Context: an optimization exercise on an open-source flow, tuned for small area and a short achievable clock period. The choices shown serve that exercise and are no tape-out recipe.
No run shown here included a check of the RTL's function; only the layout flow was run.
The flow treats the clock pin as an ideal source, which a real chip does not have.

$ cat flow/flow/run.sh
#!/bin/bash
# Standard layout with two changes: the smallest buffer on each port, and
# useful clock skew between registers after clock tree synthesis (skew.tcl).
export BUFFER_PORTS_ARGS="-buffer_cell sky130_fd_sc_hd__buf_1"
export POST_CTS_TCL="$PWD/flow/skew.tcl"
export SKIP_CTS_REPAIR_TIMING=1
bash standard.sh > standard.log 2>&1
$ cat flow/flow/skew.py
#!/usr/bin/env python3
"""Plan a later clock arrival for registers (useful skew).

usage: skew.py PATHS PERIOD

PATHS holds lines "kind from to slack" as skew.tcl writes them. A delay D[r]
(>= 0) on register r's clock changes a register-to-register path s->e by
D[s] - D[e]. The plan finds the smallest period T such that:
  setup   (PERIOD - slack) + D[s] - D[e] <= T      for register pairs
  hold    slack + D[s] - D[e] >= HOLD_MARGIN
  output  (PERIOD - slack) + D[s] <= T            (the skew may only hurt)
  input   (PERIOD - slack) <= T                   (no gain from the skew)
  D[r] <= DMAX
and prints, for each register that needs a delay, a chain of delay cells.
"""
import sys

DMAX = 1.2
HOLD_MARGIN = 0.2
# cells and the delay each adds in front of one register's clock pin (ns)
CELLS = [
    ('sky130_fd_sc_hd__clkbuf_1', 0.09, 3.75),
    ('sky130_fd_sc_hd__dlygate4sd1_1', 0.20, 8.76),
    ('sky130_fd_sc_hd__clkdlybuf4s50_1', 0.46, 10.01),
]

path_file, period = sys.argv[1], float(sys.argv[2])
setup, hold, outp, inp, inhold = {}, {}, {}, {}, {}
regs = set()
for line in open(path_file):
    f = line.split()
    if len(f) != 4:
        continue
    kind, s, e, sl = f[0], f[1], f[2], float(f[3])
    if kind == 'max':
        setup[(s, e)] = min(setup.get((s, e), 1e9), sl)
        regs.update((s, e))
    elif kind == 'min':
        hold[(s, e)] = min(hold.get((s, e), 1e9), sl)
        regs.update((s, e))
    elif kind == 'outmax':
        outp[s] = min(outp.get(s, 1e9), sl)
        regs.add(s)
    elif kind == 'inmax':
        inp[e] = min(inp.get(e, 1e9), sl)
        regs.add(e)
    elif kind == 'inmin':
        inhold[e] = min(inhold.get(e, 1e9), sl)
        regs.add(e)
regs = sorted(regs)
idx = {r: i + 1 for i, r in enumerate(regs)}


def solve(T):
    # difference constraints x[b] >= x[a] + w as edges (a, b, w); longest path
    edges = []
    for r in regs:
        ub = DMAX
        if r in inhold:
            ub = min(ub, max(0.0, inhold[r] - HOLD_MARGIN))
        if r in outp:
            ub = min(ub, T - (period - outp[r]))
        if ub < 0:
            return None
        edges.append((0, idx[r], 0.0))
        edges.append((idx[r], 0, -ub))
    for (s, e), sl in setup.items():
        d = period - sl
        if s == e:
            if d > T:
                return None
            continue
        edges.append((idx[s], idx[e], d - T))
    for (s, e), sl in hold.items():
        if s == e:
            continue
        # D[e] - D[s] <= sl - margin
        edges.append((idx[e], idx[s], -max(0.0, sl - HOLD_MARGIN)))
    for e, sl in inp.items():
        if period - sl > T:
            return None
    n = len(regs) + 1
    x = [0.0] + [-1e18] * (n - 1)
    for it in range(n + 1):
        changed = False
        for a, b, w in edges:
            if x[a] > -1e17 and x[a] + w > x[b] + 1e-9:
                x[b] = x[a] + w
                changed = True
        if not changed:
            return {r: x[idx[r]] for r in regs}
        if x[0] > 1e-9:
            return None
    return None


t0 = max([period - sl for sl in setup.values()] + [period - sl for sl in inp.values()]
         + [period - sl for sl in outp.values()])
lo, hi = 0.0, t0
if solve(hi) is None:
    print(f'# no skew plan (T0 {t0:.3f})')
    sys.exit(0)
for _ in range(40):
    m = (lo + hi) / 2
    if solve(m) is None:
        lo = m
    else:
        hi = m
T = hi
D = solve(T)
print(f'# period without skew {t0:.3f}, with skew {T:.3f}')


def chain(delta):
    # fewest-area chain of cells whose delay is closest to delta
    best = None
    for a in range(0, 4):
        for b in range(0, 4):
            for c in range(0, 4):
                if a + b + c == 0 or a + b + c > 4:
                    continue
                n = (a, b, c)
                d = sum(k * cell[1] for k, cell in zip(n, CELLS))
                area = sum(k * cell[2] for k, cell in zip(n, CELLS))
                cost = abs(d - delta) + 0.004 * area
                if best is None or cost < best[0]:
                    best = (cost, n)
    out = []
    for k, cell in zip(best[1], CELLS):
        out += [cell[0]] * k
    return out


for r in regs:
    d = D[r]
    if d < 0.06:
        continue
    print('delay', r, f'{d:.3f}', ' '.join(chain(d)))
$ cat flow/flow/skew.tcl
# Useful clock skew between registers, run after clock tree synthesis
# (POST_CTS_TCL). It measures the worst setup and hold slack of every
# register-to-register path, and the worst slack of every path from an input
# and to an output, then asks skew.py for a later clock arrival for each
# register that shortens the period set by the register-to-register paths.
# Paths from the inputs and to the outputs get no gain from it: an input path
# must meet that period without the skew, and an output path must meet it with
# the skew. The delays are made by clock buffers put in front of the
# registers' clock pins.

set skew_dir [file dirname [file normalize [info script]]]
set work_dir [file dirname $skew_dir]
set_propagated_clock [all_clocks]
estimate_parasitics -placement

set regs [all_registers -cells]
set clkpin [dict create]
set dpin [dict create]
set cellof [dict create]
foreach r $regs {
  set n [get_full_name $r]
  dict set cellof $n $r
  foreach p [get_pins -of_objects $r] {
    set pn [get_property $p lib_pin_name]
    if { $pn == "CLK" } { dict set clkpin $n $p }
    if { $pn == "D" } { dict set dpin $n $p }
  }
}

set f [open $work_dir/skew_paths.txt w]
foreach r $regs {
  set n [get_full_name $r]
  set cp [dict get $clkpin $n]
  foreach {kind pd} {max max min min} {
    set paths [find_timing_paths -from $cp -path_delay $pd \
      -group_path_count 10000 -endpoint_path_count 1 -unique_paths_to_endpoint]
    foreach p $paths {
      set ep [get_property $p endpoint]
      set epn [get_full_name $ep]
      if { [get_property $ep direction] == "output" } {
        puts $f "out$kind $n - [get_property $p slack]"
      } else {
        set einst [get_full_name [get_cells -of_objects $ep]]
        puts $f "$kind $n $einst [get_property $p slack]"
      }
    }
  }
  set dp [dict get $dpin $n]
  foreach {kind pd} {inmax max inmin min} {
    set paths [find_timing_paths -from [all_inputs] -to $dp -path_delay $pd]
    foreach p $paths {
      puts $f "$kind - $n [get_property $p slack]"
    }
  }
}
close $f

set period [get_property [lindex [all_clocks] 0] period]
exec python3 $skew_dir/skew.py $work_dir/skew_paths.txt $period > $work_dir/skew_plan.txt
puts "skew plan:"
puts [exec cat $work_dir/skew_plan.txt]

set block [ord::get_db_block]
set nbuf 0
foreach line [split [exec cat $work_dir/skew_plan.txt] "\n"] {
  if { [llength $line] < 3 || [lindex $line 0] != "delay" } { continue }
  set n [lindex $line 1]
  set cells [lrange $line 3 end]
  set inst [sta::sta_to_db_inst [dict get $cellof $n]]
  set loc [$inst getLocation]
  foreach cell $cells {
    set p [dict get $clkpin $n]
    set net [get_nets -of_objects $p]
    insert_buffer -buffer_cell $cell -net $net -load_pins [list $p] \
      -location [list [ord::dbu_to_microns [lindex $loc 0]] \
        [ord::dbu_to_microns [lindex $loc 1]]] \
      -buffer_name skewbuf_$nbuf -net_name skewnet_$nbuf
    set bnet [$block findNet skewnet_$nbuf]
    if { $bnet ne "NULL" && $bnet ne "" } { $bnet setSigType CLOCK }
    incr nbuf
  }
}
puts "skew buffers inserted: $nbuf"

detailed_placement
check_placement -verbose
estimate_parasitics -placement
report_worst_slack -max
report_worst_slack -min
$ cat flow/standard.sh
#!/bin/bash
# synth_recipe.tcl (not shown) runs the flow's synth.tcl, then flattens the netlist and writes it again
# the make line also repeats each setting of config.mk as NAME=value (left out here)
make -C /OpenROAD-flow-scripts/flow DESIGN_CONFIG=/design/flow/config.mk WORK_HOME=/design/flow/orfs CLKGATE_MAP_FILE= SYNTH_SCRIPT=/design/flow/synth_recipe.tcl "${@:-finish}"
$ cat flow/config.mk
export PLATFORM = sky130hd
export DESIGN_NAME = prng
export DESIGN_NICKNAME = prng
export VERILOG_FILES = /design/flow/design.v
export SDC_FILE = /design/flow/constraint.sdc
export NUM_CORES = 4
export LEC_CHECK = 0
export CAP_MARGIN = 20
export CORE_MARGIN = 2
export CORE_UTILIZATION = 50
export SETUP_SLACK_MARGIN = 3.0
export SLEW_MARGIN = 20
export SYNTH_HIERARCHICAL = 1
$ cat flow/constraint.sdc
create_clock -name core_clock -period 7.0 [get_ports {clk}]
set_input_delay 1.4000 -clock core_clock [delete_from_list [all_inputs] [get_ports {clk}]]
set_output_delay 1.4000 -clock core_clock [all_outputs]
set_load 0.01 [all_outputs]
$ cat flow/design.v
module prng (
    input logic [31:0] seed,
    output logic [31:0] rand_num,
    input logic clk,
    input logic rst
);
    logic [31:0] state;
    wire [30:0] x = state[30:0];
    wire [30:0] xn = ~state[30:0];
    wire [30:0] nxt;
    wire s0; wire c0;
    assign s0 = 1'b1 ^ x[2] ^ xn[0];
    assign c0 = (1'b1 & x[2]) | (1'b1 & xn[0]) | (x[2] & xn[0]);
    wire s1; wire c1;
    assign s1 = 1'b1 ^ x[3] ^ xn[1];
    assign c1 = (1'b1 & x[3]) | (1'b1 & xn[1]) | (x[3] & xn[1]);
    wire s2; wire c2;
    fa u2 (.a(x[4]), .b(xn[2]), .c(xn[0]), .s(s2), .co(c2));
    wire s3; wire c3;
    fa u3 (.a(x[5]), .b(xn[3]), .c(xn[1]), .s(s3), .co(c3));
    wire s4; wire c4;
    assign s4 = 1'b0 ^ x[4] ^ x[2];
    assign c4 = (1'b0 & x[4]) | (1'b0 & x[2]) | (x[4] & x[2]);
    wire s5; wire c5;
    fa u5 (.a(x[6]), .b(c3), .c(~s4), .s(s5), .co(c5));
    wire s6; wire c6;
    fa u6 (.a(x[7]), .b(xn[5]), .c(xn[3]), .s(s6), .co(c6));
    wire s7; wire c7;
    fa u7 (.a(x[0]), .b(~c4), .c(s6), .s(s7), .co(c7));
    wire s8; wire c8;
    fa u8 (.a(x[8]), .b(xn[6]), .c(xn[4]), .s(s8), .co(c8));
    wire s9; wire c9;
    fa u9 (.a(x[1]), .b(c6), .c(s8), .s(s9), .co(c9));
    wire s10; wire c10;
    assign s10 = 1'b1 ^ x[9] ^ x[2];
    assign c10 = (1'b1 & x[9]) | (1'b1 & x[2]) | (x[9] & x[2]);
    wire s11; wire c11;
    fa u11 (.a(xn[7]), .b(xn[5]), .c(xn[0]), .s(s11), .co(c11));
    wire s12; wire c12;
    fa u12 (.a(c8), .b(s10), .c(s11), .s(s12), .co(c12));
    wire s13; wire c13;
    fa u13 (.a(xn[8]), .b(xn[6]), .c(xn[1]), .s(s13), .co(c13));
    wire s14; wire c14;
    fa u14 (.a(x[10]), .b(x[3]), .c(c10), .s(s14), .co(c14));
    wire s15; wire c15;
    fa u15 (.a(c11), .b(s13), .c(c12), .s(s15), .co(c15));
    wire s16; wire c16;
    fa u16 (.a(xn[9]), .b(xn[7]), .c(xn[2]), .s(s16), .co(c16));
    wire s17; wire c17;
    fa u17 (.a(x[11]), .b(x[4]), .c(c13), .s(s17), .co(c17));
    wire s18; wire c18;
    fa u18 (.a(s16), .b(c14), .c(s17), .s(s18), .co(c18));
    wire s19; wire c19;
    assign s19 = 1'b1 ^ x[12] ^ x[5];
    assign c19 = (1'b1 & x[12]) | (1'b1 & x[5]) | (x[12] & x[5]);
    wire s20; wire c20;
    fa u20 (.a(xn[10]), .b(xn[8]), .c(xn[3]), .s(s20), .co(c20));
    wire s21; wire c21;
    fa u21 (.a(x[0]), .b(c16), .c(s19), .s(s21), .co(c21));
    wire s22; wire c22;
    fa u22 (.a(s20), .b(c17), .c(s21), .s(s22), .co(c22));
    wire s23; wire c23;
    assign s23 = 1'b1 ^ x[13] ^ x[6];
    assign c23 = (1'b1 & x[13]) | (1'b1 & x[6]) | (x[13] & x[6]);
    wire s24; wire c24;
    fa u24 (.a(xn[11]), .b(xn[9]), .c(xn[4]), .s(s24), .co(c24));
    wire s25; wire c25;
    fa u25 (.a(x[1]), .b(c19), .c(c20), .s(s25), .co(c25));
    wire s26; wire c26;
    fa u26 (.a(s23), .b(s24), .c(c21), .s(s26), .co(c26));
    wire s27; wire c27;
    fa u27 (.a(s25), .b(c22), .c(s26), .s(s27), .co(c27));
    wire s28; wire c28;
    fa u28 (.a(x[14]), .b(x[7]), .c(x[2]), .s(s28), .co(c28));
    wire s29; wire c29;
    fa u29 (.a(xn[12]), .b(xn[10]), .c(xn[5]), .s(s29), .co(c29));
    wire s30; wire c30;
    fa u30 (.a(x[0]), .b(c23), .c(c24), .s(s30), .co(c30));
    wire s31; wire c31;
    fa u31 (.a(s28), .b(s29), .c(c25), .s(s31), .co(c31));
    wire s32; wire c32;
    fa u32 (.a(s30), .b(c26), .c(s31), .s(s32), .co(c32));
    wire s33; wire c33;
    fa u33 (.a(x[15]), .b(x[8]), .c(x[3]), .s(s33), .co(c33));
    wire s34; wire c34;
    fa u34 (.a(xn[13]), .b(xn[11]), .c(xn[6]), .s(s34), .co(c34));
    wire s35; wire c35;
    fa u35 (.a(x[1]), .b(c28), .c(c29), .s(s35), .co(c35));
    wire s36; wire c36;
    fa u36 (.a(s33), .b(s34), .c(c30), .s(s36), .co(c36));
    wire s37; wire c37;
    fa u37 (.a(s35), .b(c31), .c(s36), .s(s37), .co(c37));
    wire s38; wire c38;
    fa u38 (.a(x[16]), .b(x[9]), .c(x[4]), .s(s38), .co(c38));
    wire s39; wire c39;
    fa u39 (.a(xn[14]), .b(xn[12]), .c(xn[7]), .s(s39), .co(c39));
    wire s40; wire c40;
    fa u40 (.a(x[2]), .b(c33), .c(c34), .s(s40), .co(c40));
    wire s41; wire c41;
    fa u41 (.a(s38), .b(s39), .c(c35), .s(s41), .co(c41));
    wire s42; wire c42;
    fa u42 (.a(s40), .b(c36), .c(s41), .s(s42), .co(c42));
    wire s43; wire c43;
    assign s43 = 1'b1 ^ x[17] ^ x[10];
    assign c43 = (1'b1 & x[17]) | (1'b1 & x[10]) | (x[17] & x[10]);
    wire s44; wire c44;
    fa u44 (.a(xn[15]), .b(xn[13]), .c(xn[8]), .s(s44), .co(c44));
    wire s45; wire c45;
    fa u45 (.a(x[5]), .b(x[3]), .c(xn[0]), .s(s45), .co(c45));
    wire s46; wire c46;
    fa u46 (.a(c38), .b(c39), .c(s43), .s(s46), .co(c46));
    wire s47; wire c47;
    fa u47 (.a(s44), .b(s45), .c(c40), .s(s47), .co(c47));
    wire s48; wire c48;
    fa u48 (.a(s46), .b(c41), .c(s47), .s(s48), .co(c48));
    wire s49; wire c49;
    fa u49 (.a(x[18]), .b(x[11]), .c(x[6]), .s(s49), .co(c49));
    wire s50; wire c50;
    fa u50 (.a(xn[16]), .b(xn[14]), .c(xn[9]), .s(s50), .co(c50));
    wire s51; wire c51;
    fa u51 (.a(x[4]), .b(c43), .c(c44), .s(s51), .co(c51));
    wire s52; wire c52;
    fa u52 (.a(xn[1]), .b(c45), .c(s49), .s(s52), .co(c52));
    wire s53; wire c53;
    fa u53 (.a(s50), .b(c46), .c(s51), .s(s53), .co(c53));
    wire s54; wire c54;
    fa u54 (.a(s52), .b(c47), .c(s53), .s(s54), .co(c54));
    wire s55; wire c55;
    fa u55 (.a(x[19]), .b(x[12]), .c(x[7]), .s(s55), .co(c55));
    wire s56; wire c56;
    fa u56 (.a(xn[17]), .b(xn[15]), .c(xn[10]), .s(s56), .co(c56));
    wire s57; wire c57;
    fa u57 (.a(x[5]), .b(xn[2]), .c(x[0]), .s(s57), .co(c57));
    wire s58; wire c58;
    fa u58 (.a(c49), .b(c50), .c(s55), .s(s58), .co(c58));
    wire s59; wire c59;
    fa u59 (.a(s56), .b(s57), .c(c51), .s(s59), .co(c59));
    wire s60; wire c60;
    fa u60 (.a(c52), .b(s58), .c(c53), .s(s60), .co(c60));
    wire s61; wire c61;
    fa u61 (.a(s59), .b(c54), .c(s60), .s(s61), .co(c61));
    wire s62; wire c62;
    fa u62 (.a(x[20]), .b(x[13]), .c(x[8]), .s(s62), .co(c62));
    wire s63; wire c63;
    fa u63 (.a(xn[18]), .b(xn[16]), .c(xn[11]), .s(s63), .co(c63));
    wire s64; wire c64;
    fa u64 (.a(x[6]), .b(xn[3]), .c(x[1]), .s(s64), .co(c64));
    wire s65; wire c65;
    fa u65 (.a(c55), .b(c56), .c(c57), .s(s65), .co(c65));
    wire s66; wire c66;
    fa u66 (.a(s62), .b(s63), .c(s64), .s(s66), .co(c66));
    wire s67; wire c67;
    fa u67 (.a(c58), .b(s65), .c(s66), .s(s67), .co(c67));
    wire s68; wire c68;
    fa u68 (.a(c59), .b(s67), .c(c60), .s(s68), .co(c68));
    wire s69; wire c69;
    fa u69 (.a(x[21]), .b(x[14]), .c(x[9]), .s(s69), .co(c69));
    wire s70; wire c70;
    fa u70 (.a(xn[19]), .b(xn[17]), .c(xn[12]), .s(s70), .co(c70));
    wire s71; wire c71;
    fa u71 (.a(x[7]), .b(xn[4]), .c(x[2]), .s(s71), .co(c71));
    wire s72; wire c72;
    fa u72 (.a(c62), .b(c63), .c(c64), .s(s72), .co(c72));
    wire s73; wire c73;
    fa u73 (.a(s69), .b(s70), .c(s71), .s(s73), .co(c73));
    wire s74; wire c74;
    fa u74 (.a(c65), .b(c66), .c(s72), .s(s74), .co(c74));
    wire s75; wire c75;
    fa u75 (.a(s73), .b(c67), .c(s74), .s(s75), .co(c75));
    wire s76; wire c76;
    assign s76 = 1'b1 ^ x[22] ^ x[15];
    assign c76 = (1'b1 & x[22]) | (1'b1 & x[15]) | (x[22] & x[15]);
    wire s77; wire c77;
    fa u77 (.a(xn[20]), .b(xn[18]), .c(xn[13]), .s(s77), .co(c77));
    wire s78; wire c78;
    fa u78 (.a(x[10]), .b(x[8]), .c(x[3]), .s(s78), .co(c78));
    wire s79; wire c79;
    fa u79 (.a(xn[5]), .b(xn[0]), .c(c69), .s(s79), .co(c79));
    wire s80; wire c80;
    fa u80 (.a(c70), .b(c71), .c(s76), .s(s80), .co(c80));
    wire s81; wire c81;
    fa u81 (.a(s77), .b(s78), .c(c72), .s(s81), .co(c81));
    wire s82; wire c82;
    fa u82 (.a(c73), .b(s79), .c(s80), .s(s82), .co(c82));
    wire s83; wire c83;
    fa u83 (.a(c74), .b(s81), .c(s82), .s(s83), .co(c83));
    wire s84; wire c84;
    fa u84 (.a(x[23]), .b(x[16]), .c(x[11]), .s(s84), .co(c84));
    wire s85; wire c85;
    fa u85 (.a(xn[21]), .b(xn[19]), .c(xn[14]), .s(s85), .co(c85));
    wire s86; wire c86;
    fa u86 (.a(x[9]), .b(xn[6]), .c(x[4]), .s(s86), .co(c86));
    wire s87; wire c87;
    fa u87 (.a(xn[1]), .b(c76), .c(c77), .s(s87), .co(c87));
    wire s88; wire c88;
    fa u88 (.a(c78), .b(s84), .c(s85), .s(s88), .co(c88));
    wire s89; wire c89;
    fa u89 (.a(s86), .b(c79), .c(c80), .s(s89), .co(c89));
    wire s90; wire c90;
    fa u90 (.a(s87), .b(s88), .c(c81), .s(s90), .co(c90));
    wire s91; wire c91;
    fa u91 (.a(c82), .b(s89), .c(s90), .s(s91), .co(c91));
    wire s92; wire c92;
    fa u92 (.a(x[24]), .b(x[17]), .c(x[12]), .s(s92), .co(c92));
    wire s93; wire c93;
    fa u93 (.a(xn[22]), .b(xn[20]), .c(xn[15]), .s(s93), .co(c93));
    wire s94; wire c94;
    fa u94 (.a(x[10]), .b(xn[7]), .c(x[5]), .s(s94), .co(c94));
    wire s95; wire c95;
    fa u95 (.a(xn[2]), .b(c84), .c(c85), .s(s95), .co(c95));
    wire s96; wire c96;
    fa u96 (.a(c86), .b(s92), .c(s93), .s(s96), .co(c96));
    wire s97; wire c97;
    fa u97 (.a(s94), .b(c87), .c(c88), .s(s97), .co(c97));
    wire s98; wire c98;
    fa u98 (.a(s95), .b(s96), .c(c89), .s(s98), .co(c98));
    wire s99; wire c99;
    fa u99 (.a(s97), .b(c90), .c(s98), .s(s99), .co(c99));
    wire s100; wire c100;
    fa u100 (.a(x[25]), .b(x[18]), .c(x[13]), .s(s100), .co(c100));
    wire s101; wire c101;
    fa u101 (.a(xn[23]), .b(xn[21]), .c(xn[16]), .s(s101), .co(c101));
    wire s102; wire c102;
    fa u102 (.a(x[11]), .b(x[6]), .c(x[0]), .s(s102), .co(c102));
    wire s103; wire c103;
    fa u103 (.a(xn[8]), .b(xn[3]), .c(c92), .s(s103), .co(c103));
    wire s104; wire c104;
    fa u104 (.a(c93), .b(c94), .c(s100), .s(s104), .co(c104));
    wire s105; wire c105;
    fa u105 (.a(s101), .b(s102), .c(c95), .s(s105), .co(c105));
    wire s106; wire c106;
    fa u106 (.a(c96), .b(s103), .c(s104), .s(s106), .co(c106));
    wire s107; wire c107;
    fa u107 (.a(c97), .b(s105), .c(s106), .s(s107), .co(c107));
    wire s108; wire c108;
    fa u108 (.a(c98), .b(s107), .c(c99), .s(s108), .co(c108));
    wire s109; wire c109;
    fa u109 (.a(x[26]), .b(x[19]), .c(x[14]), .s(s109), .co(c109));
    wire s110; wire c110;
    fa u110 (.a(xn[24]), .b(xn[22]), .c(xn[17]), .s(s110), .co(c110));
    wire s111; wire c111;
    fa u111 (.a(x[12]), .b(x[7]), .c(x[1]), .s(s111), .co(c111));
    wire s112; wire c112;
    fa u112 (.a(xn[9]), .b(xn[4]), .c(c100), .s(s112), .co(c112));
    wire s113; wire c113;
    fa u113 (.a(c101), .b(c102), .c(s109), .s(s113), .co(c113));
    wire s114; wire c114;
    fa u114 (.a(s110), .b(s111), .c(c103), .s(s114), .co(c114));
    wire s115; wire c115;
    fa u115 (.a(c104), .b(s112), .c(s113), .s(s115), .co(c115));
    wire s116; wire c116;
    fa u116 (.a(c105), .b(s114), .c(c106), .s(s116), .co(c116));
    wire s117; wire c117;
    fa u117 (.a(s115), .b(c107), .c(s116), .s(s117), .co(c117));
    wire s118; wire c118;
    fa u118 (.a(x[27]), .b(x[20]), .c(x[15]), .s(s118), .co(c118));
    wire s119; wire c119;
    fa u119 (.a(xn[25]), .b(xn[23]), .c(xn[18]), .s(s119), .co(c119));
    wire s120; wire c120;
    fa u120 (.a(x[13]), .b(x[8]), .c(x[2]), .s(s120), .co(c120));
    wire s121; wire c121;
    fa u121 (.a(xn[10]), .b(xn[5]), .c(c109), .s(s121), .co(c121));
    wire s122; wire c122;
    fa u122 (.a(c110), .b(c111), .c(s118), .s(s122), .co(c122));
    wire s123; wire c123;
    fa u123 (.a(s119), .b(s120), .c(c112), .s(s123), .co(c123));
    wire s124; wire c124;
    fa u124 (.a(c113), .b(s121), .c(s122), .s(s124), .co(c124));
    wire s125; wire c125;
    fa u125 (.a(c114), .b(s123), .c(c115), .s(s125), .co(c125));
    wire s126; wire c126;
    fa u126 (.a(s124), .b(c116), .c(s125), .s(s126), .co(c126));
    wire s127; wire c127;
    fa u127 (.a(x[28]), .b(x[21]), .c(x[16]), .s(s127), .co(c127));
    wire s128; wire c128;
    fa u128 (.a(xn[26]), .b(xn[24]), .c(xn[19]), .s(s128), .co(c128));
    wire s129; wire c129;
    fa u129 (.a(x[14]), .b(x[9]), .c(x[3]), .s(s129), .co(c129));
    wire s130; wire c130;
    fa u130 (.a(xn[11]), .b(xn[6]), .c(c118), .s(s130), .co(c130));
    wire s131; wire c131;
    fa u131 (.a(c119), .b(c120), .c(s127), .s(s131), .co(c131));
    wire s132; wire c132;
    fa u132 (.a(s128), .b(s129), .c(c121), .s(s132), .co(c132));
    wire s133; wire c133;
    fa u133 (.a(c122), .b(s130), .c(s131), .s(s133), .co(c133));
    wire s134; wire c134;
    fa u134 (.a(c123), .b(s132), .c(c124), .s(s134), .co(c134));
    wire s135; wire c135;
    fa u135 (.a(s133), .b(c125), .c(s134), .s(s135), .co(c135));
    wire s136; wire c136;
    fa u136 (.a(x[29]), .b(x[22]), .c(x[17]), .s(s136), .co(c136));
    wire s137; wire c137;
    fa u137 (.a(xn[27]), .b(xn[25]), .c(xn[20]), .s(s137), .co(c137));
    wire s138; wire c138;
    fa u138 (.a(x[15]), .b(x[10]), .c(x[4]), .s(s138), .co(c138));
    wire s139; wire c139;
    fa u139 (.a(xn[12]), .b(xn[7]), .c(c127), .s(s139), .co(c139));
    wire s140; wire c140;
    fa u140 (.a(c128), .b(c129), .c(s136), .s(s140), .co(c140));
    wire s141; wire c141;
    fa u141 (.a(s137), .b(s138), .c(c130), .s(s141), .co(c141));
    wire s142; wire c142;
    fa u142 (.a(c131), .b(s139), .c(s140), .s(s142), .co(c142));
    wire s143; wire c143;
    fa u143 (.a(c132), .b(s141), .c(c133), .s(s143), .co(c143));
    wire s144; wire c144;
    fa u144 (.a(s142), .b(c134), .c(s143), .s(s144), .co(c144));
    wire s145;
    assign s145 = x[30] ^ x[23] ^ x[18];
    wire s146;
    assign s146 = x[28] ^ x[26] ^ x[21];
    wire s147;
    assign s147 = x[16] ^ x[11] ^ x[5];
    wire s148;
    assign s148 = xn[13] ^ xn[8] ^ x[0];
    wire s149;
    assign s149 = c136 ^ c137 ^ c138;
    wire s150;
    assign s150 = s145 ^ ~s146 ^ s147;
    wire s151;
    assign s151 = s148 ^ c139 ^ c140;
    wire s152;
    assign s152 = s149 ^ s150 ^ c141;
    wire s153;
    assign s153 = c142 ^ s151 ^ s152;
    wire s154;
    assign s154 = c143 ^ s153 ^ c144;
    wire [30:0] ra, rb;
    assign ra[0] = x[0];
    assign rb[0] = 1'b1;
    assign ra[1] = x[1];
    assign rb[1] = 1'b0;
    assign ra[2] = s0;
    assign rb[2] = 1'b0;
    assign ra[3] = c0;
    assign rb[3] = s1;
    assign ra[4] = c1;
    assign rb[4] = s2;
    assign ra[5] = c2;
    assign rb[5] = s3;
    assign ra[6] = s5;
    assign rb[6] = 1'b0;
    assign ra[7] = c5;
    assign rb[7] = s7;
    assign ra[8] = c7;
    assign rb[8] = s9;
    assign ra[9] = c9;
    assign rb[9] = s12;
    assign ra[10] = s14;
    assign rb[10] = s15;
    assign ra[11] = c15;
    assign rb[11] = s18;
    assign ra[12] = c18;
    assign rb[12] = s22;
    assign ra[13] = s27;
    assign rb[13] = 1'b0;
    assign ra[14] = c27;
    assign rb[14] = s32;
    assign ra[15] = c32;
    assign rb[15] = s37;
    assign ra[16] = c37;
    assign rb[16] = s42;
    assign ra[17] = c42;
    assign rb[17] = s48;
    assign ra[18] = c48;
    assign rb[18] = s54;
    assign ra[19] = s61;
    assign rb[19] = 1'b0;
    assign ra[20] = c61;
    assign rb[20] = s68;
    assign ra[21] = c68;
    assign rb[21] = s75;
    assign ra[22] = c75;
    assign rb[22] = s83;
    assign ra[23] = c83;
    assign rb[23] = s91;
    assign ra[24] = c91;
    assign rb[24] = s99;
    assign ra[25] = s108;
    assign rb[25] = 1'b0;
    assign ra[26] = c108;
    assign rb[26] = s117;
    assign ra[27] = c117;
    assign rb[27] = s126;
    assign ra[28] = c126;
    assign rb[28] = s135;
    assign ra[29] = c135;
    assign rb[29] = s144;
    assign ra[30] = s154;
    assign rb[30] = 1'b0;
    wire [30:0] g0 = ra & rb;
    wire [30:0] p0 = ra ^ rb;
    wire gg1 = g0[1] | (p0[1] & g0[0]);
    wire gg2 = g0[2] | (p0[2] & g0[1]);
    wire pp2 = p0[2] & p0[1];
    wire gg3 = gg2 | (pp2 & g0[0]);
    wire gg4 = g0[3] | (p0[3] & g0[2]);
    wire pp4 = p0[3] & p0[2];
    wire gg5 = gg4 | (pp4 & gg1);
    wire gg6 = g0[4] | (p0[4] & g0[3]);
    wire pp6 = p0[4] & p0[3];
    wire gg7 = gg6 | (pp6 & g0[2]);
    wire pp7 = pp6 & p0[2];
    wire gg8 = gg7 | (pp7 & gg1);
    wire gg9 = g0[5] | (p0[5] & g0[4]);
    wire pp9 = p0[5] & p0[4];
    wire gg10 = gg9 | (pp9 & g0[3]);
    wire pp10 = pp9 & p0[3];
    wire gg11 = gg10 | (pp10 & gg3);
    wire gg12 = g0[6] | (p0[6] & gg10);
    wire pp12 = p0[6] & pp10;
    wire gg13 = gg12 | (pp12 & gg3);
    wire gg14 = g0[7] | (p0[7] & g0[6]);
    wire pp14 = p0[7] & p0[6];
    wire gg15 = gg14 | (pp14 & gg11);
    wire gg16 = g0[8] | (p0[8] & g0[7]);
    wire pp16 = p0[8] & p0[7];
    wire gg17 = g0[6] | (p0[6] & gg9);
    wire pp17 = p0[6] & pp9;
    wire gg18 = gg16 | (pp16 & gg17);
    wire pp18 = pp16 & pp17;
    wire gg19 = gg18 | (pp18 & gg5);
    wire gg20 = g0[9] | (p0[9] & g0[8]);
    wire pp20 = p0[9] & p0[8];
    wire gg21 = gg20 | (pp20 & gg14);
    wire pp21 = pp20 & pp14;
    wire gg22 = gg21 | (pp21 & gg11);
    wire gg23 = g0[10] | (p0[10] & gg20);
    wire pp23 = p0[10] & pp20;
    wire gg24 = gg23 | (pp23 & gg15);
    wire gg25 = g0[11] | (p0[11] & g0[10]);
    wire pp25 = p0[11] & p0[10];
    wire gg26 = gg25 | (pp25 & gg22);
    wire gg27 = g0[12] | (p0[12] & gg25);
    wire pp27 = p0[12] & pp25;
    wire gg28 = gg27 | (pp27 & gg22);
    wire gg29 = g0[13] | (p0[13] & gg27);
    wire pp29 = p0[13] & pp27;
    wire gg30 = gg29 | (pp29 & gg22);
    wire gg31 = g0[14] | (p0[14] & g0[13]);
    wire pp31 = p0[14] & p0[13];
    wire gg32 = gg31 | (pp31 & gg28);
    wire gg33 = g0[15] | (p0[15] & g0[14]);
    wire pp33 = p0[15] & p0[14];
    wire gg34 = gg33 | (pp33 & g0[13]);
    wire pp34 = pp33 & p0[13];
    wire gg35 = gg34 | (pp34 & gg28);
    wire gg36 = g0[16] | (p0[16] & g0[15]);
    wire pp36 = p0[16] & p0[15];
    wire gg37 = gg36 | (pp36 & gg31);
    wire pp37 = pp36 & pp31;
    wire gg38 = gg37 | (pp37 & gg28);
    wire gg39 = g0[17] | (p0[17] & g0[16]);
    wire pp39 = p0[17] & p0[16];
    wire gg40 = gg39 | (pp39 & gg33);
    wire pp40 = pp39 & pp33;
    wire gg41 = gg40 | (pp40 & gg30);
    wire gg42 = g0[18] | (p0[18] & g0[17]);
    wire pp42 = p0[18] & p0[17];
    wire gg43 = gg42 | (pp42 & gg36);
    wire pp43 = pp42 & pp36;
    wire gg44 = gg43 | (pp43 & gg32);
    wire gg45 = g0[18] | (p0[18] & gg39);
    wire pp45 = p0[18] & pp39;
    wire gg46 = g0[19] | (p0[19] & gg45);
    wire pp46 = p0[19] & pp45;
    wire gg47 = gg46 | (pp46 & gg35);
    wire gg48 = g0[20] | (p0[20] & g0[19]);
    wire pp48 = p0[20] & p0[19];
    wire gg49 = gg48 | (pp48 & gg44);
    wire gg50 = g0[21] | (p0[21] & g0[20]);
    wire pp50 = p0[21] & p0[20];
    wire gg51 = gg50 | (pp50 & g0[19]);
    wire pp51 = pp50 & p0[19];
    wire gg52 = gg51 | (pp51 & gg44);
    wire gg53 = g0[22] | (p0[22] & g0[21]);
    wire pp53 = p0[22] & p0[21];
    wire gg54 = gg53 | (pp53 & gg48);
    wire pp54 = pp53 & pp48;
    wire gg55 = gg54 | (pp54 & gg44);
    wire gg56 = g0[23] | (p0[23] & g0[22]);
    wire pp56 = p0[23] & p0[22];
    wire gg57 = gg56 | (pp56 & gg50);
    wire pp57 = pp56 & pp50;
    wire gg58 = gg57 | (pp57 & gg47);
    wire gg59 = g0[24] | (p0[24] & g0[23]);
    wire pp59 = p0[24] & p0[23];
    wire gg60 = gg59 | (pp59 & gg53);
    wire pp60 = pp59 & pp53;
    wire gg61 = gg60 | (pp60 & gg49);
    wire gg62 = g0[24] | (p0[24] & gg56);
    wire pp62 = p0[24] & pp56;
    wire gg63 = g0[25] | (p0[25] & gg62);
    wire pp63 = p0[25] & pp62;
    wire gg64 = gg63 | (pp63 & gg52);
    wire gg65 = g0[26] | (p0[26] & g0[25]);
    wire pp65 = p0[26] & p0[25];
    wire gg66 = gg65 | (pp65 & gg61);
    wire gg67 = g0[27] | (p0[27] & g0[26]);
    wire pp67 = p0[27] & p0[26];
    wire gg68 = gg67 | (pp67 & g0[25]);
    wire pp68 = pp67 & p0[25];
    wire gg69 = gg68 | (pp68 & gg61);
    wire gg70 = g0[28] | (p0[28] & g0[27]);
    wire pp70 = p0[28] & p0[27];
    wire gg71 = gg70 | (pp70 & g0[26]);
    wire pp71 = pp70 & p0[26];
    wire gg72 = gg71 | (pp71 & g0[25]);
    wire pp72 = pp71 & p0[25];
    wire gg73 = gg72 | (pp72 & gg61);
    wire gg74 = g0[29] | (p0[29] & g0[28]);
    wire pp74 = p0[29] & p0[28];
    wire gg75 = gg74 | (pp74 & g0[27]);
    wire pp75 = pp74 & p0[27];
    wire gg76 = gg75 | (pp75 & gg65);
    wire pp76 = pp75 & pp65;
    wire gg77 = gg76 | (pp76 & gg61);
    wire gg78 = g0[30] | (p0[30] & gg75);
    wire pp78 = p0[30] & pp75;
    wire gg79 = gg78 | (pp78 & gg66);
    assign nxt[0] = p0[0];
    assign nxt[1] = p0[1] ^ g0[0];
    assign nxt[2] = p0[2] ^ gg1;
    assign nxt[3] = p0[3] ^ gg3;
    assign nxt[4] = p0[4] ^ gg5;
    assign nxt[5] = p0[5] ^ gg8;
    assign nxt[6] = p0[6] ^ gg11;
    assign nxt[7] = p0[7] ^ gg13;
    assign nxt[8] = p0[8] ^ gg15;
    assign nxt[9] = p0[9] ^ gg19;
    assign nxt[10] = p0[10] ^ gg22;
    assign nxt[11] = p0[11] ^ gg24;
    assign nxt[12] = p0[12] ^ gg26;
    assign nxt[13] = p0[13] ^ gg28;
    assign nxt[14] = p0[14] ^ gg30;
    assign nxt[15] = p0[15] ^ gg32;
    assign nxt[16] = p0[16] ^ gg35;
    assign nxt[17] = p0[17] ^ gg38;
    assign nxt[18] = p0[18] ^ gg41;
    assign nxt[19] = p0[19] ^ gg44;
    assign nxt[20] = p0[20] ^ gg47;
    assign nxt[21] = p0[21] ^ gg49;
    assign nxt[22] = p0[22] ^ gg52;
    assign nxt[23] = p0[23] ^ gg55;
    assign nxt[24] = p0[24] ^ gg58;
    assign nxt[25] = p0[25] ^ gg61;
    assign nxt[26] = p0[26] ^ gg64;
    assign nxt[27] = p0[27] ^ gg66;
    assign nxt[28] = p0[28] ^ gg69;
    assign nxt[29] = p0[29] ^ gg73;
    assign nxt[30] = p0[30] ^ gg77;
    always_ff @(posedge clk) begin
        if (rst) begin
            state <= seed;
        end else begin
            state <= {1'b0, nxt};
        end
        rand_num <= state;
    end
endmodule
module fa (
    input  logic a,
    input  logic b,
    input  logic c,
    output logic s,
    output logic co
);
    assign s = a ^ b ^ c;
    assign co = (a & b) | (a & c) | (b & c);
endmodule
==> results of run 1 <==
## cell type report, clock buffers not listed
type / count / area (um2) / area share
Multi-Input combinational cell: 359 / 4562 / 0.6260
Sequential cell: 64 / 1353 / 0.1856
Timing Repair Buffer: 95 / 470.5 / 0.06456
Inverter: 46 / 191.4 / 0.02627
Tap cell: 143 / 178.9 / 0.02455
Clock inverter: 7 / 71.32 / 0.009787
## modules after synthesis (local to each module, per instance)
module | cells | flip-flops and latches | copies in the design | cell area (um2)
fa | 1 | 0 | 137 | 20.02
prng | 339 | 64 | 1 | 3102
## worst max-delay path, stage by stage (launching register included)
cell and delay, ps:
dfxtp_4 380, fa_1 570, fa_1 450, fa_2 590, fa_2 470, ha_4 260, and3_4 190, a211oi_2 190
a2bb2oi_2 200, nand2_2 120, a21o_1 230, a211oi_2 250, o41ai_2 80
## path summary, 6_finish.rpt
check / end / depth (start not counted) / slack (ps) / from
max reg2reg: state[28]$_DFF_P_ / 12 / 3090 / state[23]$_DFF_P_
max: state[28]$_DFF_P_ / 12 / 3090 / state[23]$_DFF_P_
min: state[30]$_DFF_P_ / 6 / 130 / state[13]$_DFF_P_
min reg2reg: state[30]$_DFF_P_ / 6 / 130 / state[13]$_DFF_P_
## state kept, by name, indices dropped and copies added, names as in the netlist
register and count:
state 32, rand_num 32
## per-stage QoR
step / std cells / utilization / worst slack (ps)
finish: 758 / 0.6382 / 3095
global route: 758 / 0.6382 / 2963
detailed placement: 678 / 0.5586 / 2380
global placement: 678 / 0.5586 / 2346
floorplan: 476 / - / 2804
## routing by layer
metal,track usage,vias up,share of wire
met3,0.1010,22,0.085
met1,0.4106,1999,0.45
li1,-,1833,-
met2,0.3936,138,0.45
met4,0.1081,0,0.019
met5,0,-,0
## kinds of logic after synthesis
kind of cell    after synthesis  share of synthesized area
compound gates               73                    0.08713
fa+ha+maj                   169                     0.5378
buf+inv                      53                    0.03404
simple gates                 79                    0.06401
flops                        64                     0.2192
xor+xnor                     36                    0.05395
mux                           2                   0.003853
## cell usage in the layout, fill, tap and decap left out, drive strengths merged, types with 5 or more instances in the layout
master / n
dlygate4sd1: 7
xnor2: 28
nor3: 9
inv: 46
nand2: 39
dfxtp: 64
clkdlybuf4s50: 11
o21a: 5
ha: 32
buf: 94
xor2: 8
a21oi: 10
o21ai: 25
o31ai: 11
a31oi: 5
nor2: 8
clkbuf: 27
fa: 137
a21o: 5
nand3: 7
==> results_dict.tcl, run 1 <==
set metrics [dict create \
    seq_area_frac_synth 0.2192 \
    track_usage 0.2832 \
    max_freq_mhz 256.1 \
    min_period_over_period 0.5579 \
    die_h_um 112.1 \
    ys_seq_elements 64 \
    critPathMaxFanout 4 \
    ant_nets 0 \
    synth_top_area_cell "fa_1" \
    vias 3992 \
    yosys_warnings 7 \
    arrival_ps 5000 \
    syn_area_um2 5844 \
    drtIter0Drc 233 \
    grt_max_degree 62 \
    drv_cap 0 \
    cp-end-kind "flop" \
    avgSynthCellArea_um2 12.28 \
    max_slew_margin 0.6042 \
    core_um2 11420 \
    hpwl_um 13310 \
    hold_slack_ps 134.7 \
    synthTopCellsByCount "fa_1, dfxtp_1, inv_1" \
    synth_top_area_frac 0.4693 \
    grt_pass1_vias 4362 \
    portBuffers 65 \
    diodes 0 \
    gp_congestion 0.9495 \
    synth-edff-count 0 \
    overflow 0 \
    post-route-cell-area_um2 7287 \
    drv_slew 0 \
    drive_above_1_share 0.2228 \
    post-route-drc-count 0 \
    final_nets 813 \
    required_ps 8100 \
    via_per_inst 5.266 \
    dieArea_um2 12570 \
    min_path_type "reg -> reg" \
    antenna_found_initial 0 \
    finalSetupTns_ps 0 \
    rows 39 \
    critical_path_class "reg -> reg" \
    setup_violations 0 \
    syn_nets 679 \
    wl_per_cell_um 21.77 \
    syn_inst 476 \
    fill_cells 932 \
    fin_skew_ps 1138 \
    clkTransAtPathRegs_ps 70 \
    cts_sinks 64 \
    yosys.cell_types.count 44 \
    clk_latency_ps 1480 \
    yosysMostFrequentCell "fa_1" \
    drt-pass1-iter-count 4 \
    grt_pass1_wl_um 25540 \
    cts_tree "done" \
    yosys_most_used_dff "dfxtp_1" \
    io_pins 66 \
    async_flop_share 0 \
    critPathLaunchType "flop" \
    syn_to_final_growth_pct 24.68 \
    die_w_um 112.1 \
    synth_area_leaders "fa_1, dfxtp_1, ha_1, xnor2_1, inv_1" \
    hold_violations 0 \
    min_period_ps 3905 \
    tightest_slew_ps 593.8 \
    grt_setup_unrepaired "true" \
    dpl_cell_area_um2 6379 \
    finalWirelength_um 16500 \
    status "timing/DRC/antenna clean" \
    initial_utilization 0.5118 \
]
==> run 2, diff against run 1 <==
==> flow/flow/run.sh (replaced) <==
#!/bin/bash
# Standard layout with two changes: the smallest buffer on each port, and
# useful clock skew between registers after clock tree synthesis (skew.tcl).
export BUFFER_PORTS_ARGS="-buffer_cell sky130_fd_sc_hd__buf_1"
export POST_CTS_TCL="$PWD/flow/skew.tcl"
bash standard.sh > standard.log 2>&1
==> results_dict.tcl, run 2 <==
set metrics [dict create \
    yosys.cell_types.count 44 \
    required_ps 7470 \
    final_common_cell "fa_1" \
    avgSynthCellArea_um2 12.28 \
    min_period_ps 3906 \
    grt_pass1_vias 4600 \
    synthTopCellsByCount "fa_1, dfxtp_1, inv_1" \
    ys_seq_elements 64 \
    synth_area_leaders "fa_1, dfxtp_1, ha_1, xnor2_1, inv_1" \
    tightest_slew_ps 586.9 \
    grt_pass1_wl_um 26990 \
    clkTransAtPathRegs_ps 60 \
    hold_path_startpoint "seed[30]" \
    cts_sinks 64 \
    async_flop_share 0 \
    diodes 0 \
    track_usage 0.3003 \
    biggestRegsByFlops "rand_num (32), state (32)" \
    portBuffers 65 \
    seq_area_frac_synth 0.2192 \
    layout_common_cells "fa_1, buf_1, dfxtp_1, nand2_1, buf_4" \
    drv_cap 0 \
    syn_inst 476 \
    drive_above_1_share 0.2692 \
    hpwl_um 13310 \
    setup_violations 0 \
    yosys_warnings 7 \
    dieArea_um2 12570 \
    drtIter0Drc 246 \
    grt_most_used_layer "met1" \
    syn_nets 679 \
    final_nets 822 \
    arrival_ps 4380 \
    whs_path_depth 3 \
    yosys_most_used_dff "dfxtp_1" \
    critical_path_class "reg -> reg" \
    ant_nets 0 \
    synth_top_area_frac 0.4693 \
    via_per_inst 5.382 \
    finalSetupTns_ps 0 \
    min_period_over_period 0.5580 \
    drt-pass1-iter-count 5 \
    critPathLaunchType "flop" \
    dp_cells 678 \
    r2r_start "state[11]$_DFF_P_" \
    finalWirelength_um 17150 \
    synth-edff-count 0 \
    reg2regPathDepth 15 \
    rows 39 \
    reg2reg_slack_ps 3090 \
    initial_utilization 0.5118 \
    grt_use_met2 0.4241 \
    clk_latency_ps 1470 \
    cts_tree "done" \
    synth_top_area_cell "fa_1" \
    yosysMostFrequentCell "fa_1" \
    syn_to_final_growth_pct 27.81 \
    drv_slew 0 \
    reg2reg_to "state[18]$_DFF_P_" \
    syn_area_um2 5844 \
    grt_max_degree 62 \
    wl_per_cell_um 22.36 \
    grt_setup_unrepaired "true" \
    use_met1 0.4241 \
    io_pins 66 \
    gr-usage-met3 0.1172 \
    die_h_um 112.1 \
    post-route-drc-count 0 \
    vias 4128 \
    hold_end "state[30]$_DFF_P_" \
    antenna_found_initial 0 \
    max_slew_margin 0.6087 \
    die_w_um 112.1 \
    gp_congestion 0.9495 \
    status "timing/DRC/antenna clean" \
    critPathMaxFanout 3 \
    min_path_type "in -> reg" \
    hold_violations 0 \
    overflow 0 \
    core_um2 11420 \
    finalNonFillerCells 767 \
    max_freq_mhz 256.0 \
    cp-end-kind "flop" \
    fin_skew_ps 1136 \
]
-- run 2: metrics by stage --
step / worst slack [ps] / utilization / cell area [um2] / hold WS, ps
2_1_floorplan: 2804 / - / 5973 / 309.6
3_3_place_gp: 2346 / 0.5586 / 6379 / 311.2
3_5_place_dp: 2380 / 0.5586 / 6379 / 313.6
5_1_grt: 2948 / 0.6542 / 7470 / 108.9
6_report: 3094 / 0.6542 / 7470 / 161.4
-- run 2: worst max-delay path by stage --
stage | from | end | slack [ps]
6_report | state[11]$_DFF_P_ | state[18]$_DFF_P_ | 3090
3_3_place_gp | state[21]$_DFF_P_ | state[30]$_DFF_P_ | 2350
3_5_place_dp | state[21]$_DFF_P_ | state[30]$_DFF_P_ | 2380
2_1_floorplan | state[3]$_DFF_P_ | state[30]$_DFF_P_ | 2800
5_1_grt | state[25]$_DFF_P_ | state[27]$_DFF_P_ | 2950
-- run 2: cell type report, clock buffers not listed --
class	count	area [um2]
flip-flops and latches	64	1364
clock inverters	7	71.32
repair buffers	105	594.3
multi-input cells	359	4619
inverters	46	205.2
well taps	143	178.9
fillers	905	3949
-- run 2: logic make-up (layout without fill, tap and decap cells) --
family | after synthesis | count (layout) | share of synthesized area
xor gates and xnor gates | 36 | 36 | 0.05395
buffers and inverters | 53 | 201 | 0.03404
adders and majority gates | 169 | 169 | 0.5378
DFF | 64 | 64 | 0.2192
and+or+nand+nor | 79 | 79 | 0.06401
AOI/OAI and AO/OA | 73 | 73 | 0.08713
muxes | 2 | 2 | 0.003853
-- run 2: layer usage --
metal | vias to the layer above | share of wire
li1 | 1847 | -
met1 | 2070 | 0.43
met2 | 182 | 0.44
met3 | 29 | 0.10
met4 | 0 | 0.027
met5 | - | 0
-- run 2: critical path, stage by stage, from the launching register on --
cell and delay, ps:
dfxtp_4 400, inv_6 50, buf_12 120, fa_2 380
fa_2 350, fa_2 590, fa_1 470, ha_4 320
nand4_4 80, or2_4 250, o22ai_4 200, o41a_1 220
o21a_1 170, nor2_1 60, xor2_1 140, o21ai_2 220
-- run 2: per-module statistics from Yosys, one instance, submodules excluded --
module | flip-flops and latches | area [um2] | cells inside
fa | 0 | 20.02 | 1
prng | 64 | 3102 | 339

what the ideal ports hide:
The flow's constraints put no driver on any port. The routed layouts listed below were extracted and timed again, unchanged, in two steps.
Step 1: set_driving_cell puts a clkbuf_16 on clk and a buf_2 on each other input, an assumption about the parent block.
Step 2, shift: input delay + t, output delay - t, t = (earliest + latest rising clock arrival at the registers) / 2. This alone moves slack from input paths to output paths.
Three values: ideal, step 1, step 2; two values: the first two.
run | t, ns | slack for setup (ns) | latest minus earliest clock arrival (ns) | worst register clock-pin slew, ns | worst slew at a driven data input, ns | cell pins on the clock port's net
run 1 | 0.952 | 3.095 / 3.095 / 3.095 | 1.139 / 1.139 | 0.07 / 0.07 | 0.06 | 1
run 2 | 0.944 | 3.094 / 3.094 / 3.094 | 1.136 / 1.137 | 0.06 / 0.06 | 0.06 | 1
Clock arrivals are far apart in run 1 and run 2, so t is only a midpoint there and step 2 fits no single register.
